Source: an optimization exercise on an open RTL-to-GDS flow (aim: small area and a short achievable clock period). Production flows keep margins and buffers that such runs may drop.
Where RTL was checked, it was by simulation tests only, not by an equivalence proof against the original.

== indigo ==
Design calc, start of the top module:
module calc(out, decimal, CLK, RST, CE, plus, sub, multi, equal);
output [14:0] out;
input  [9:0]  decimal;
input  CLK, RST, CE, plus, sub, multi, equal;
reg [14:0] B, R;
reg [2:0]  cnt;
reg [1:0]  ope;    
reg        P;      
reg fx8, fx4, fy1, fy2, fyn;        
reg [3:0] ff;                       
wire [3:0] d = decimal[9] ? 4'd9 : decimal[8] ? 4'd8 : decimal[7] ? 4'd7 :
               decimal[6] ? 4'd6 : decimal[5] ? 4'd5 : decimal[4] ? 4'd4 :
               decimal[3] ? 4'd3 : decimal[2] ? 4'd2 : decimal[1] ? 4'd1 : 4'd0;
wire digit = (decimal != 10'd0) && (cnt != 3'd7);
wire o_non = (ope == 2'b00), o_add = (ope == 2'b10), o_sub = (ope == 2'b11), o_mul = (ope == 2'b01);
wire o_as  = ope[1];
wire bx4 = (d == 4'd3) | (d == 4'd4) | (d == 4'd5);
wire bx8 = (d >= 4'd6);
wire by1 = (d == 4'd1) | (d == 4'd3) | (d == 4'd5) | (d == 4'd7) | (d == 4'd9);
wire by2 = (d == 4'd2) | (d == 4'd6);
wire byn = (d == 4'd3) | (d == 4'd6) | (d == 4'd7);
wire [3:0] f = o_mul ? 4'd0 : o_sub ? 4'd9 - d : d;
always @(posedge CLK) begin
    fx8 <= o_as | (o_mul & bx8);
    fx4 <= o_mul & bx4;
    fy1 <= o_as | (o_mul & by1);
    fy2 <= o_mul & by2;
    fyn <= o_as | (o_mul & byn);
  ...
clock: 7.5 ns
lec_check: 0
abc_area: 1
cap_margin: 20
core_margin: 2
core_utilization: 55
setup_slack_margin: 3.5
slew_margin: 20
standard.sh (not shown) runs the stock make flow with config.mk's settings and CLKGATE_MAP_FILE= SYNTH_SCRIPT=/design/flow/synth_recipe.tcl, a recipe that flattens the netlist after the stock synthesis.
==> flow/flow/run.sh <==
#!/bin/bash
# Standard layout, but with plain buf_2 cells as the port buffers.
set -euo pipefail
bash standard.sh "BUFFER_PORTS_ARGS=-buffer_cell sky130_fd_sc_hd__buf_2" finish > orfs_flow.log 2>&1
Having completed the whole flow, indigo delivered a layout that passed the timing, design-rule and antenna checks.
> inputs changed (indigo -> violet)
- removing ABC_AREA (formerly 1)
- changing SETUP_SLACK_MARGIN from 3.5 to 3.75
Notes after the runs:
Wire: violet routes less than indigo
Higher sequential fraction of total cell area goes to violet over indigo.
Lower wire length of the first global-routing pass among violet and indigo: violet
Cmp violet vs indigo: sequential cell area higher in violet
Function was not checked in any run of this note: the RTL went through the layout flow alone.

* * *

== harbor ==
Another version of the RTL of calc (not shown whole).
Size in the first run: roughly 450 cells after synthesis, ~55 flip-flops, roughly 32 I/O pins, about 4100 µm² of cells after synthesis.
export LEC_CHECK = 0
export CAP_MARGIN = 20
export CORE_MARGIN = 2
export CORE_UTILIZATION = 45
export SETUP_SLACK_MARGIN = 3.9
export SLEW_MARGIN = 20
create_clock -name core_clock -period 7.5 [get_ports {CLK}]
Scripts as last shown in full above: flow/flow/run.sh
--- input diff harbor..raven ---
- an added GPL_TIMING_DRIVEN of 0
- a change of CORE_UTILIZATION from 45 to 55
==> comparison <==
- raven — final clock period utilization by the worst path 0.26 points higher, harbor as reference
- Between raven and harbor, the difference in met3 routed wirelength is negligible.
- Going from harbor to raven, total cell area at the placement stage shows an increase of 61 µm², number of placed cells counting well taps shows an increase of 7, fill cell instance count of the final layout shows a reduction of about 20%.
- Any difference in non-clock inverter total of the final layout between raven and harbor is small enough to ignore.
- Side by side, total routed wirelength turned out higher in raven than in harbor.
- There was hardly any difference in worst hold slack between harbor and raven.
- As far as simple logic cell fraction of the synthesized area is concerned, raven and harbor perform about the same.
- harbor has a lower via density per instance than raven.
The following lists how juniper was set up differently from raven:
- clearing GPL_TIMING_DRIVEN, which used to be 0
- swapping 3.9 for 3.6 in SETUP_SLACK_MARGIN
==> summary.txt <==
Looking at met1 routing resource usage after global routing across raven and juniper, the one that comes out higher is raven. Relative to raven, post-route core utilization has decreased by 2.7 points in juniper. As far as clock transition at the registers of the reported paths is concerned, juniper and raven perform about the same. Having completed the whole flow, juniper delivered a layout that passed the timing, design-rule and antenna checks. [diff] via count, juniper relative to raven: improvement. In juniper, sum of net half-perimeters after detailed placement is lower than in raven. Routed wire length on juniper is ahead of raven. juniper has worst relative slew slack below what raven had. Compared with raven, juniper shows a lower amount of wire on met3 after detailed routing. The final reports for juniper and raven show slew of the pin with the lowest slew margin higher in the former.
Setup changes, juniper to tundra
- setting PLACE_DENSITY to 0.75 for the first time
- changing SETUP_SLACK_MARGIN from 3.6 to 3.9
### Flow results
- tundra: all stages complete, timing, DRC and antenna checks passed
- In the flow results for juniper and tundra, the period utilization is smaller on tundra.
- The library cell contributing the largest single delay on the critical path comes out sky130_fd_sc_hd__fa_1 in one run and sky130_fd_sc_hd__dfxtp_2 in the other, namely in tundra and juniper respectively.
- tundra against juniper: via total after detailed routing +4.1%; total number of cells along the worst setup path +1; final cell count without fillers +about 1.4%; largest fanout on the critical path -11.
- Number of library cell types mapped by synthesis: juniper vs tundra identical
- The maximum clock frequency of tundra is higher than that of juniper.
- Global-route wire length before repair shrinks slightly when moving from juniper to tundra.
Inputs modified between tundra and sierra:
- removing PLACE_DENSITY (formerly 0.75)
Comparing tundra and sierra, the higher final cycle utilization of the critical path is on tundra. sierra against tundra: vias after detailed routing went down; global-route usage over all layers went up by 1.4 points.

## port drivers added, routing unchanged
The flow's constraints put no driver on any port. The routed layouts listed below were extracted and timed again, unchanged, in two steps. Step 1 (the two cells are an assumption about what drives the block):
set clk [get_ports {CLK}]
set_driving_cell -lib_cell sky130_fd_sc_hd__clkbuf_16 $clk
set_driving_cell -lib_cell sky130_fd_sc_hd__buf_2 [delete_from_list [all_inputs] $clk]
Step 2 moves the port delays by t, midway between the first and last clock arrival at a register: inputs arrive t later, outputs are due t later. That takes back most of the time a late clock gives input paths. Slacks: ideal / step 1 / step 2; pairs: ideal / step 1.
| run | t, ns | slack for setup (ns) | worst setup path after step 2 | clock arrival spread, ns | slew at the worst register clock pin (ns) |
|---|---|---|---|---|---|
| indigo | 0.338 | 3.894 / 3.894 / 3.894 | register to register | 0.009 / 0.009 | 0.10 / 0.10 |
| violet | 0.330 | 3.837 / 3.837 / 3.667 | input to register | 0.006 / 0.006 | 0.10 / 0.10 |
| harbor | 0.336 | 4.040 / 4.040 / 3.796 | input to register | 0.008 / 0.008 | 0.10 / 0.10 |
| raven | 0.340 | 4.021 / 4.021 / 4.021 | register to register | 0.006 / 0.006 | 0.10 / 0.10 |
| juniper | 0.345 | 3.857 / 3.857 / 3.670 | input to register | 0.011 / 0.011 | 0.10 / 0.10 |
| tundra | 0.334 | 4.019 / 4.019 / 3.821 | input to register | 0.010 / 0.010 | 0.10 / 0.10 |
| sierra | 0.340 | 4.069 / 4.069 / 3.768 | input to register | 0.013 / 0.013 | 0.10 / 0.10 |
After both steps every run listed still meets setup and hold. For sierra, which loses most, drivers alone change the setup slack by 0.000 ns; drivers and shift together by -0.301 ns.
